Background: an optimization exercise with open tools, aiming at small area and a short achievable clock period. Do not read the settings as production practice. Where RTL was checked, it was by simulation tests only, not by an equivalence proof against the original. No activity file was given, so power comes from the tool's default toggle rates.

## PE
module PE(
    input wire CLK,
    input wire RESET,
    input wire EN,
    input wire SELECTOR,
    input wire W_EN,
    input wire signed [7:0] active_left,
    output reg signed [7:0] active_right,
    input wire signed [15:0] in_sum,
    output reg signed [15:0] out_sum,
    input wire signed [7:0] in_weight_above,
    output wire signed [7:0] out_weight_below
    );
For scale: about 300 cells after synthesis, ~0.0035 mm^2 of cells after synthesis.
Settings: LEC_CHECK=0, CAP_MARGIN=20, CORE_MARGIN=2, CORE_UTILIZATION=65, GPL_TIMING_DRIVEN=0, SETUP_SLACK_MARGIN=0.9, SLEW_MARGIN=20, SYNTH_HIERARCHICAL=1; clock period 5.5 ns.
standard.sh (not shown) runs the stock make flow with config.mk's settings and CLKGATE_MAP_FILE= SYNTH_SCRIPT=/design/flow/synth_recipe.tcl, a recipe that flattens the netlist after the stock synthesis.
==> flow/flow/run.sh <==
#!/bin/bash
# Standard layout with two changes: the port buffers are the smallest buffer
# cell, and clock tree synthesis inserts no dummy loads.
set -euo pipefail
export BUFFER_PORTS_ARGS="-buffer_cell sky130_fd_sc_hd__buf_1"
export CTS_ARGS="-sink_clustering_enable -repair_clock_nets -dont_use_dummy_load"
bash standard.sh finish > flow_standard.log 2>&1
==> next run, changes <==
SETUP_SLACK_MARGIN = 0.6   (was 0.9)
Result: Design area fell by about 6%. Clock skew went down by 0.014 ns. Power shrinks by about 8%. Synthesized area does not change. Maximum frequency went down by 4.9%. Setup slack is worse by 0.23 ns. Clock power came out higher by about 2%.
==> next run, changes <==
CAP_MARGIN = 0   (was 20)
SETUP_SLACK_MARGIN = 0.5   (was 0.6)
SLEW_MARGIN = 0   (was 20)
Maximum frequency decreases slightly.
Total power came out lower slightly.
Sequential share of layout area rises by 0.12 points.
Count of clock-buffer cells in the layout does not change.
Die area is unchanged.
Via count drops slightly.
Synthesized area is unchanged.
Cell area decreases slightly.
==> next run, changes <==
CAP_MARGIN = 20   (was 0)
SETUP_SLACK_MARGIN = 0.8   (was 0.5)
SLEW_MARGIN = 20   (was 0)
The new run finished with timing, DRC and antenna clean.
Area after synthesis stays the same.
Cell area grows by about 4.3%.
Count of clock-buffer cells in the layout stays the same.
Flip-flop and latch count does not change.
Via count increases by 4.1%.

========
## job 2510
Another version of the RTL of PE (not shown whole).
Size in the first run: roughly 300 cells after synthesis.
export LEC_CHECK = 0
export CAP_MARGIN = 20
export CORE_MARGIN = 2
export CORE_UTILIZATION = 65
export GPL_TIMING_DRIVEN = 0
export SETUP_SLACK_MARGIN = 0.6
export SLEW_MARGIN = 20
export SYNTH_HIERARCHICAL = 1
create_clock -name core_clock -period 5.5 [get_ports {CLK}]
Scripts as last shown in full above: flow/flow/run.sh
Job 2510: full flow OK, the timing, design-rule and antenna checks passed
Input changes introduced in job 8479 (baseline for comparison: job 2510):
diff --git a/flow/config.mk b/flow/config.mk
--- a/flow/config.mk
+++ b/flow/config.mk
@@ -10,5 +10,5 @@
 export CORE_UTILIZATION = 65
 export GPL_TIMING_DRIVEN = 0
-export SETUP_SLACK_MARGIN = 0.6
+export SETUP_SLACK_MARGIN = 0.75
 export SLEW_MARGIN = 20
 export SYNTH_HIERARCHICAL = 1
==> comparison <==
Looking at area of combinational cells with multiple inputs across job 2510 and job 8479, the one that comes out lower is job 2510.
Changes observed in job 8479 relative to job 2510: sequential share of layout area shrank by 1.1 points, global router's overall resource usage has increased, routed wire length now sits higher, clock network power share shows a reduction of 0.7 points, met2 routing resource usage after global routing higher.
Relative to job 2510, the final layout net count measured on job 8479 has increased slightly.
When job 8479 is measured against job 2510, its count of filler cells inserted in the layout turns out 6.4% lower.
Job 8479: via count about 2% above job 2510

========
Another version of the RTL of PE (not shown whole).
Size in the first run: roughly 300 cells after synthesis, ~69 I/O pins, ~0.0034 sq mm of cells after synthesis.
Settings: LEC_CHECK=0, CAP_MARGIN=20, CORE_MARGIN=2, CORE_UTILIZATION=65, GPL_TIMING_DRIVEN=0, SETUP_SLACK_MARGIN=0.7, SLEW_MARGIN=20, SYNTH_HIERARCHICAL=1; clock period 5.5 ns.
Scripts as last shown in full above: flow/flow/run.sh
The starting point completed without violations.
Edit:
Settings changed: CORE_UTILIZATION 65 to 60, SETUP_SLACK_MARGIN 0.7 to 0.8.
Utilization drops by 4.6 points.
Sequential share of layout area drops by 0.35 points.
Count of clock-buffer cells in the layout stays the same.
Clock skew stays flat.
Global-route usage drops by 1.8 points.
Final area climbs by 1.4%.
Maximum frequency climbs by 1.7%.
Die area climbs by 7.9%.
Non-clock buffer count stays the same.

========
Starting RTL as in the previous note.
==> flow/design.v (excerpt) <==
module PE(
    input wire CLK,
    input wire RESET,
    input wire EN,
    input wire SELECTOR,
    input wire W_EN,
    input wire signed [7:0] active_left,
    output reg signed [7:0] active_right,
    input wire signed [15:0] in_sum,
    output reg signed [15:0] out_sum,
    input wire signed [7:0] in_weight_above,
    output wire signed [7:0] out_weight_below
    );
    reg signed [7:0] weight_1;
    reg signed [7:0] weight_2;
    wire en_n, en_n_lo, en_n_hi;
    pe_inv u_enn (.a(EN), .y(en_n));
    pe_inv u_ennl (.a(EN), .y(en_n_lo));
    pe_inv u_ennh (.a(EN), .y(en_n_hi));
    wire sel_n;
    pe_inv u_seln (.a(SELECTOR), .y(sel_n));
    wire ld1 = EN & W_EN & SELECTOR;
    wire ld2 = EN & W_EN & ~SELECTOR;
    wire ld1_n = ~ld1;
    wire ld2_n = ~ld2;
    wire [7:0] w_n, ar_d, w1_d, w2_d, wb;
    wire [15:0] s_in;
    genvar gi;
    generate for (gi = 0; gi < 8; gi = gi + 1) begin : byte_sel
        pe_mux2i u_wn (.s(SELECTOR), .a1(weight_2[gi]), .a0(weight_1[gi]), .y(w_n[gi]));
        pe_ao22 u_ar (.a1(EN), .a2(active_left[gi]), .b1(en_n), .b2(active_right[gi]), .x(ar_d[gi]));
        pe_ao22 u_w1 (.a1(ld1), .a2(in_weight_above[gi]), .b1(ld1_n), .b2(weight_1[gi]), .x(w1_d[gi]));
        pe_ao22 u_w2 (.a1(ld2), .a2(in_weight_above[gi]), .b1(ld2_n), .b2(weight_2[gi]), .x(w2_d[gi]));
        pe_ao22 u_wb (.a1(SELECTOR), .a2(weight_1[gi]), .b1(sel_n), .b2(weight_2[gi]), .x(wb[gi]));
    end endgenerate
    generate for (gi = 0; gi < 16; gi = gi + 1) begin : sum_sel
        pe_ao22 u_si (.a1(EN), .a2(in_sum[gi]), .b1(gi < 8 ? en_n_lo : en_n_hi), .b2(out_sum[gi]), .x(s_in[gi]));
  ...
Settings: LEC_CHECK=0, CAP_MARGIN=20, CORE_MARGIN=2, CORE_UTILIZATION=65, GPL_TIMING_DRIVEN=0, SETUP_SLACK_MARGIN=1.0, SLEW_MARGIN=20, SYNTH_HIERARCHICAL=1; clock period 5.5 ns.
Scripts as last shown in full above: flow/flow/run.sh
Then changed:
- CORE_UTILIZATION: 65 -> 70
- SETUP_SLACK_MARGIN: 1.0 -> 0.7
Result: The new run produced a clean layout. Critical path depth climbs by 1. Sequential power drops slightly. Worst setup slack got worse by 0.23 ns. Global-route usage climbs by 2.7 points. Utilization climbs by 1.2 points.
Then changed:
- CORE_UTILIZATION: 70 -> 65
- SETUP_SLACK_MARGIN: 0.7 -> 0.8
Final area came out higher by 0.54%.
Hold slack is about the same.
Synthesized area does not change.
Combinational power is about the same.
Via count falls by 3.1%.
Then changed:
- SETUP_SLACK_MARGIN: 0.8 -> 0.9
What happened: Synthesized cell count stays the same. Register-to-register slack gets better by 0.05 ns. Sequential power stays flat. Area after synthesis stays the same. Core utilization rose by 1.8 points. Count of clock-buffer cells in the layout stays the same.
Then changed:
- SETUP_SLACK_MARGIN: 0.9 -> 0.75
After rerunning: The changed run completed with no timing, DRC or antenna violations. Cell area decreases by a few percent. Sequential cell count stays the same. Core utilization falls by 1.7 points. Sequential share of layout area climbs by 0.54 points. Worst setup slack gets worse by 0.063 ns. Synthesized area is unchanged.

========
Another version of the RTL of PE (not shown whole).
Size: ~290 cells after synthesis, about 40 flip-flops, roughly 69 I/O pins, roughly 0.0035 mm² of cells after synthesis.
==> flow/design.v (excerpt) <==
module PE(
    input wire CLK,
    input wire RESET,
    input wire EN,
    input wire SELECTOR,
    input wire W_EN,
    input wire signed [7:0] active_left,
    output reg signed [7:0] active_right,
    input wire signed [15:0] in_sum,
    output reg signed [15:0] out_sum,
    input wire signed [7:0] in_weight_above,
    output wire signed [7:0] out_weight_below
    );
==> flow/config.mk <==
export PLATFORM = sky130hd
export DESIGN_NAME = PE
export DESIGN_NICKNAME = PE
export VERILOG_FILES = /design/flow/design.v
export SDC_FILE = /design/flow/constraint.sdc
export NUM_CORES = 4
export LEC_CHECK = 0
export CAP_MARGIN = 20
export CORE_MARGIN = 2
export CORE_UTILIZATION = 65
export GPL_TIMING_DRIVEN = 0
export SETUP_SLACK_MARGIN = 0.7
export SLEW_MARGIN = 20
export SYNTH_HIERARCHICAL = 1
==> flow/constraint.sdc <==
create_clock -name core_clock -period 5.5 [get_ports {CLK}]
set_input_delay 1.1000 -clock core_clock [delete_from_list [all_inputs] [get_ports {CLK}]]
set_output_delay 1.1000 -clock core_clock [all_outputs]
set_load 0.01 [all_outputs]
Scripts as last shown in full above: flow/flow/run.sh
Next try:
- SETUP_SLACK_MARGIN: 0.7 -> 0.5
Setup slack got worse by 0.13 ns.
Routed wire length came out lower by 8.7%.
Clock-buffer cell count stays the same.
Register-to-register slack got worse by 0.07 ns.
Critical path depth does not change.
Via count came out lower by 2.6%.
Hold slack stays flat.
Power came out lower by 6.9%.
Combinational power came out lower by about 10%.
Utilization came out lower by 3.1 points.
Global-route usage came out lower by 0.98 points.
Function was not checked in any run of this note: the RTL went through the layout flow alone.

========
Another version of the RTL of PE (not shown whole).
Size in the first run: ~290 cells after synthesis, ~40 flip-flops, ~69 I/O pins, roughly 0.0034 mm2 of cells after synthesis.
clock: 5.5 ns
lec_check: 0
cap_margin: 20
core_margin: 2
core_utilization: 40
gpl_timing_driven: 0
setup_slack_margin: 0.5
slew_margin: 20
synth_hierarchical: 1
==> flow/flow/run.sh <==
#!/bin/bash
# Standard layout, but the port buffers are the smallest buffer cell.
set -euo pipefail
export BUFFER_PORTS_ARGS="-buffer_cell sky130_fd_sc_hd__buf_1"
bash standard.sh finish > flow_standard.log 2>&1
The starting point completed with no timing, DRC or antenna violations.
Next try:
--- a/flow/config.mk
+++ b/flow/config.mk
@@ -10,5 +10,5 @@
 export CORE_UTILIZATION = 40
 export GPL_TIMING_DRIVEN = 0
-export SETUP_SLACK_MARGIN = 0.5
+export SETUP_SLACK_MARGIN = 0
 export SLEW_MARGIN = 20
 export SYNTH_HIERARCHICAL = 1
Worst hold slack stays flat. Total power goes down by 6.7%. Register-to-register slack got worse by 0.20 ns. Critical path depth goes down by 2. Die area is unchanged. Fmax goes down by 6.6%. Worst setup slack got worse by 0.34 ns.

========
RTL: one of the versions met above, not the one the previous note started from.
Size: ~300 cells after synthesis, ~40 flip-flops, ~69 I/O pins, roughly 3500 µm² of cells after synthesis.
clock: 5.5 ns
lec_check: 0
cap_margin: 20
core_margin: 2
core_utilization: 70
gpl_timing_driven: 0
setup_slack_margin: 0.7
slew_margin: 20
synth_hierarchical: 1
==> flow/flow/run.sh <==
#!/bin/bash
# Standard layout with two changes: the port buffers are the smallest buffer
# cell, and clock tree synthesis inserts no dummy loads.
set -euo pipefail
export BUFFER_PORTS_ARGS="-buffer_cell sky130_fd_sc_hd__buf_1"
export CTS_ARGS="-sink_clustering_enable -repair_clock_nets -dont_use_dummy_load"
bash standard.sh finish > flow_standard.log 2>&1
Then changed:
- CORE_UTILIZATION: 70 -> 65
Outcome: Design area is higher by 0.41%; cell count increases by 0.45%; clock-buffer cell count is unchanged; clock skew barely changes; synthesized cell count does not change.
Then changed:
- SETUP_SLACK_MARGIN: 0.7 -> 0.8
The new run produced a clean layout.
Global-route usage does not change.
Worst setup slack is better by 0.063 ns.
Die area does not change.
Cell count rose by about 1.6%.
Wire length rose by about 4.4%.
Sequential share of layout area fell by 0.99 points.
Clock skew hardly moves.
Clock-buffer cell count stays the same.
Register-to-register slack is better by 0.06 ns.

========
PE, a different RTL version from the one above (not shown whole).
For scale: about 290 cells after synthesis, about 3400 um2 of cells after synthesis.
Settings: LEC_CHECK=0, CAP_MARGIN=20, CORE_MARGIN=2, CORE_UTILIZATION=75, GPL_TIMING_DRIVEN=0, PLACE_DENSITY=0.8, SETUP_SLACK_MARGIN=0.5, SLEW_MARGIN=20, SYNTH_HIERARCHICAL=1; clock period 5.5 ns.
Scripts as last shown in full above: flow/flow/run.sh
Then changed:
--- a/flow/config.mk
+++ b/flow/config.mk
@@ -10 +10 @@
-export CORE_UTILIZATION = 75
+export CORE_UTILIZATION = 65
@@ -12,2 +12 @@
-export PLACE_DENSITY = 0.8
-export SETUP_SLACK_MARGIN = 0.5
+export SETUP_SLACK_MARGIN = 0.7
The changed run passed the timing, design-rule and antenna checks.
Sequential cell count does not change.
Synthesized area stays the same.
Via count shrinks by 7.3%.
Then changed:
--- a/flow/flow/run.sh
+++ b/flow/flow/run.sh
@@ -3 +3,2 @@
-# cell, and clock tree synthesis inserts no dummy loads.
+# cell, and clock tree synthesis inserts no dummy loads, and
+# power recovery downsizes gates off the critical paths after global routing.
@@ -5,0 +7 @@
+export RECOVER_POWER=100
--- a/flow/config.mk
+++ b/flow/config.mk
@@ -12 +12 @@
-export SETUP_SLACK_MARGIN = 0.7
+export SETUP_SLACK_MARGIN = 0.5
The changed run passed the timing, design-rule and antenna checks.
Worst hold slack barely changes.
Critical path depth does not change.
Sequential power stays flat.
Wire length drops by a few percent.
Utilization drops by 1.9 points.
Non-clock buffer count drops by 5.
Clock skew stays flat.
Power drops by a few percent.
Via count drops slightly.
Final area drops by a few percent.
Synthesized area does not change.
Then changed:
--- a/flow/flow/run.sh
+++ b/flow/flow/run.sh
@@ -3,2 +3 @@
-# cell, and clock tree synthesis inserts no dummy loads, and
-# power recovery downsizes gates off the critical paths after global routing.
+# cell, and clock tree synthesis inserts no dummy loads.
@@ -7 +5,0 @@
-export RECOVER_POWER=100
Effect: Clock power hardly moves. Die area does not change. Design area rose by about 0.9%. Final cell count does not change. Core utilization rose by 0.74 points. Hold slack hardly moves. Total power rose by about 0.6%. First-iteration DRC count rose by 14%. Via count rose by 1.2%. Fmax rose by about 3.7%.
No functional check of the RTL was part of any run of this note.

========
Another version of the RTL of PE (not shown whole).
Size: roughly 300 cells after synthesis, ~40 flip-flops, about 69 I/O pins, about 3500 um^2 of cells after synthesis.
export LEC_CHECK = 0
export CAP_MARGIN = 20
export CORE_MARGIN = 2
export CORE_UTILIZATION = 65
export GPL_TIMING_DRIVEN = 0
export SETUP_SLACK_MARGIN = 0.9
export SLEW_MARGIN = 20
export SYNTH_HIERARCHICAL = 1
create_clock -name core_clock -period 5.5 [get_ports {CLK}]
==> flow/flow/run.sh <==
#!/bin/bash
# Standard layout with two changes: the port buffers are the smallest buffer
# cell, and clock tree synthesis inserts no dummy loads.
set -euo pipefail
export BUFFER_PORTS_ARGS="-buffer_cell sky130_fd_sc_hd__buf_1"
export CTS_ARGS="-sink_clustering_enable -repair_clock_nets -dont_use_dummy_load"
bash standard.sh finish > flow_standard.log 2>&1
The first run completed without violations.
Rerun with:
Settings changed: SETUP_SLACK_MARGIN 0.9 to 0.7.
The new run passed the timing, design-rule and antenna checks.
Global-route usage stays flat.
Flip-flop and latch count is unchanged.
Combinational power decreases by about 7%.
Final area goes down by 3.4%.
Via count went down by 0.37%.
Routed wire length went down by 3.1%.
Hold slack barely changes.
Clock power stays flat.
Non-clock buffer count fell by 9.
Register-to-register slack got worse by 0.02 ns.
Power falls by 4.9%.

========
RTL: one of the versions met above, not the one the previous note started from.
For scale: roughly 40 flip-flops, about 3500 um2 of cells after synthesis.
export LEC_CHECK = 0
export CAP_MARGIN = 20
export CORE_MARGIN = 2
export CORE_UTILIZATION = 65
export GPL_TIMING_DRIVEN = 0
export SETUP_SLACK_MARGIN = 0.3
export SLEW_MARGIN = 20
export SYNTH_HIERARCHICAL = 1
create_clock -name core_clock -period 5.5 [get_ports {CLK}]
Scripts as last shown in full above: flow/flow/run.sh
The starting point ran to the end with no violations.
==> next run, changes <==
==> flow/flow/run.sh (replaced) <==
#!/bin/bash
# Standard layout with two changes: the port buffers are the smallest buffer
# cell, and clock tree synthesis inserts no dummy loads.
set -euo pipefail
export BUFFER_PORTS_ARGS="-buffer_cell sky130_fd_sc_hd__buf_1"
export CTS_ARGS="-sink_clustering_enable -repair_clock_nets -dont_use_dummy_load -sink_clustering_size 20 -sink_clustering_max_diameter 100"
bash standard.sh finish > flow_standard.log 2>&1
--- a/flow/config.mk
+++ b/flow/config.mk
@@ -10,5 +10,5 @@
 export CORE_UTILIZATION = 65
 export GPL_TIMING_DRIVEN = 0
-export SETUP_SLACK_MARGIN = 0.3
+export SETUP_SLACK_MARGIN = 0.7
 export SLEW_MARGIN = 20
 export SYNTH_HIERARCHICAL = 1
Utilization goes up by 0.92 points.
Sequential share of layout area goes down by 0.30 points.
Via count goes up by 0.49%.
==> next run, changes <==
==> flow/flow/run.sh (replaced) <==
#!/bin/bash
# Standard layout with two changes: the port buffers are the smallest buffer
# cell, and clock tree synthesis inserts no dummy loads.
set -euo pipefail
export BUFFER_PORTS_ARGS="-buffer_cell sky130_fd_sc_hd__buf_1"
export CTS_ARGS="-repair_clock_nets -dont_use_dummy_load -buf_list sky130_fd_sc_hd__clkbuf_16"
bash standard.sh finish > flow_standard.log 2>&1
Count of clock-buffer cells in the layout stays the same.
Core utilization grows by 2.0 points.
Routed wire length grows by 3.8%.
Cell area grows by about 2.6%.
Via count grows by about 2.1%.
Synthesized cell count does not change.
Area after synthesis is unchanged.
First-iteration DRC count shrinks by 2.2%.
==> next run, changes <==
==> flow/flow/run.sh (replaced) <==
#!/bin/bash
# Standard layout with two changes: the port buffers are the smallest buffer
# cell, and clock tree synthesis inserts no dummy loads.
set -euo pipefail
export BUFFER_PORTS_ARGS="-buffer_cell sky130_fd_sc_hd__buf_1"
export CTS_ARGS="-sink_clustering_enable -repair_clock_nets -dont_use_dummy_load"
bash standard.sh finish > flow_standard.log 2>&1
After rerunning: Die area does not change; synthesized area does not change; global-route usage fell by 0.38 points; critical path depth is unchanged; clock skew is about the same; clock power goes down by 33%; via count is lower by 2.1%; hold slack is better by 0.0090 ns; core utilization goes down by 2.0 points.

[what the ideal ports hide]
How much do the figures lean on ideal ports? The routed layouts below were timed once more, with nothing changed but the port constraints.
Step 1 sets driving cells, clkbuf_16 on the clock port and buf_2 on the other inputs (assumed; they add their load-dependent delay and slew).
Step 2 times the ports against the registers' clock, not the clock port: input delays grow and output delays shrink by t, the midpoint of the rising clock arrivals with the driver on.
a / b / c = ideal ports / drivers / drivers and shift; a / b = the first two.
| run | shift t [ns] | setup slack, ns | latest minus earliest clock arrival (ns) |
|---|---|---|---|
| the first run of note 1 | 0.324 | 1.014 / 0.877 / 0.554 | 0.025 / 0.025 |
| the second run of note 1 | 0.314 | 0.783 / 0.755 / 0.442 | 0.011 / 0.011 |
| the third run of note 1 | 0.314 | 0.698 / 0.671 / 0.357 | 0.014 / 0.015 |
| the fourth run of note 1 | 0.314 | 0.930 / 0.788 / 0.475 | 0.012 / 0.013 |
| job 2510 | 0.322 | 0.746 / 0.748 / 0.426 | 0.011 / 0.011 |
| job 8479 | 0.324 | 0.886 / 0.831 / 0.508 | 0.010 / 0.011 |
| the first run of note 3 | 0.321 | 0.879 / 0.883 / 0.562 | 0.014 / 0.014 |
| the second run of note 3 | 0.319 | 0.958 / 0.952 / 0.633 | 0.014 / 0.014 |
| the first run of note 4 | 0.321 | 1.077 / 1.045 / 0.724 | 0.018 / 0.017 |
| the second run of note 4 | 0.314 | 0.849 / 0.846 / 0.532 | 0.008 / 0.009 |
| the third run of note 4 | 0.316 | 0.999 / 0.988 / 0.672 | 0.016 / 0.016 |
| the fourth run of note 4 | 0.318 | 0.998 / 1.005 / 0.687 | 0.014 / 0.014 |
| the fifth run of note 4 | 0.321 | 0.935 / 0.944 / 0.623 | 0.018 / 0.018 |
| the first run of note 5 | 0.315 | 0.810 / 0.667 / 0.352 | 0.025 / 0.025 |
| the second run of note 5 | 0.316 | 0.676 / 0.634 / 0.318 | 0.026 / 0.025 |
| the first run of note 6 | 0.328 | 0.648 / 0.591 / 0.263 | 0.007 / 0.007 |
| the second run of note 6 | 0.331 | 0.308 / 0.311 / -0.019 | 0.007 / 0.007 |
| the first run of note 7 | 0.315 | 0.800 / 0.790 / 0.475 | 0.012 / 0.012 |
| the second run of note 7 | 0.321 | 0.845 / 0.836 / 0.515 | 0.009 / 0.010 |
| the third run of note 7 | 0.323 | 0.908 / 0.852 / 0.530 | 0.012 / 0.011 |
| the first run of note 8 | 0.318 | 0.615 / 0.603 / 0.285 | 0.017 / 0.017 |
| the second run of note 8 | 0.314 | 0.861 / 0.822 / 0.508 | 0.020 / 0.020 |
| the third run of note 8 | 0.317 | 0.558 / 0.532 / 0.216 | 0.022 / 0.021 |
| the fourth run of note 8 | 0.316 | 0.734 / 0.709 / 0.393 | 0.019 / 0.018 |
| the first run of note 9 | 0.315 | 0.960 / 0.901 / 0.586 | 0.014 / 0.014 |
| the second run of note 9 | 0.316 | 0.856 / 0.842 / 0.526 | 0.014 / 0.014 |
| the first run of note 10 | 0.316 | 0.537 / 0.537 / 0.222 | 0.014 / 0.013 |
| the second run of note 10 | 0.312 | 0.808 / 0.768 / 0.455 | 0.013 / 0.013 |
| the third run of note 10 | 0.316 | 0.810 / 0.758 / 0.442 | 0.010 / 0.010 |
| the fourth run of note 10 | 0.312 | 0.808 / 0.768 / 0.455 | 0.013 / 0.013 |
Met with ideal ports but missed after step 2: setup timing in the second run of note 6. The setup slack of the first run of note 1, which loses most, moves by -0.137 ns with the drivers and by -0.460 ns with both steps.
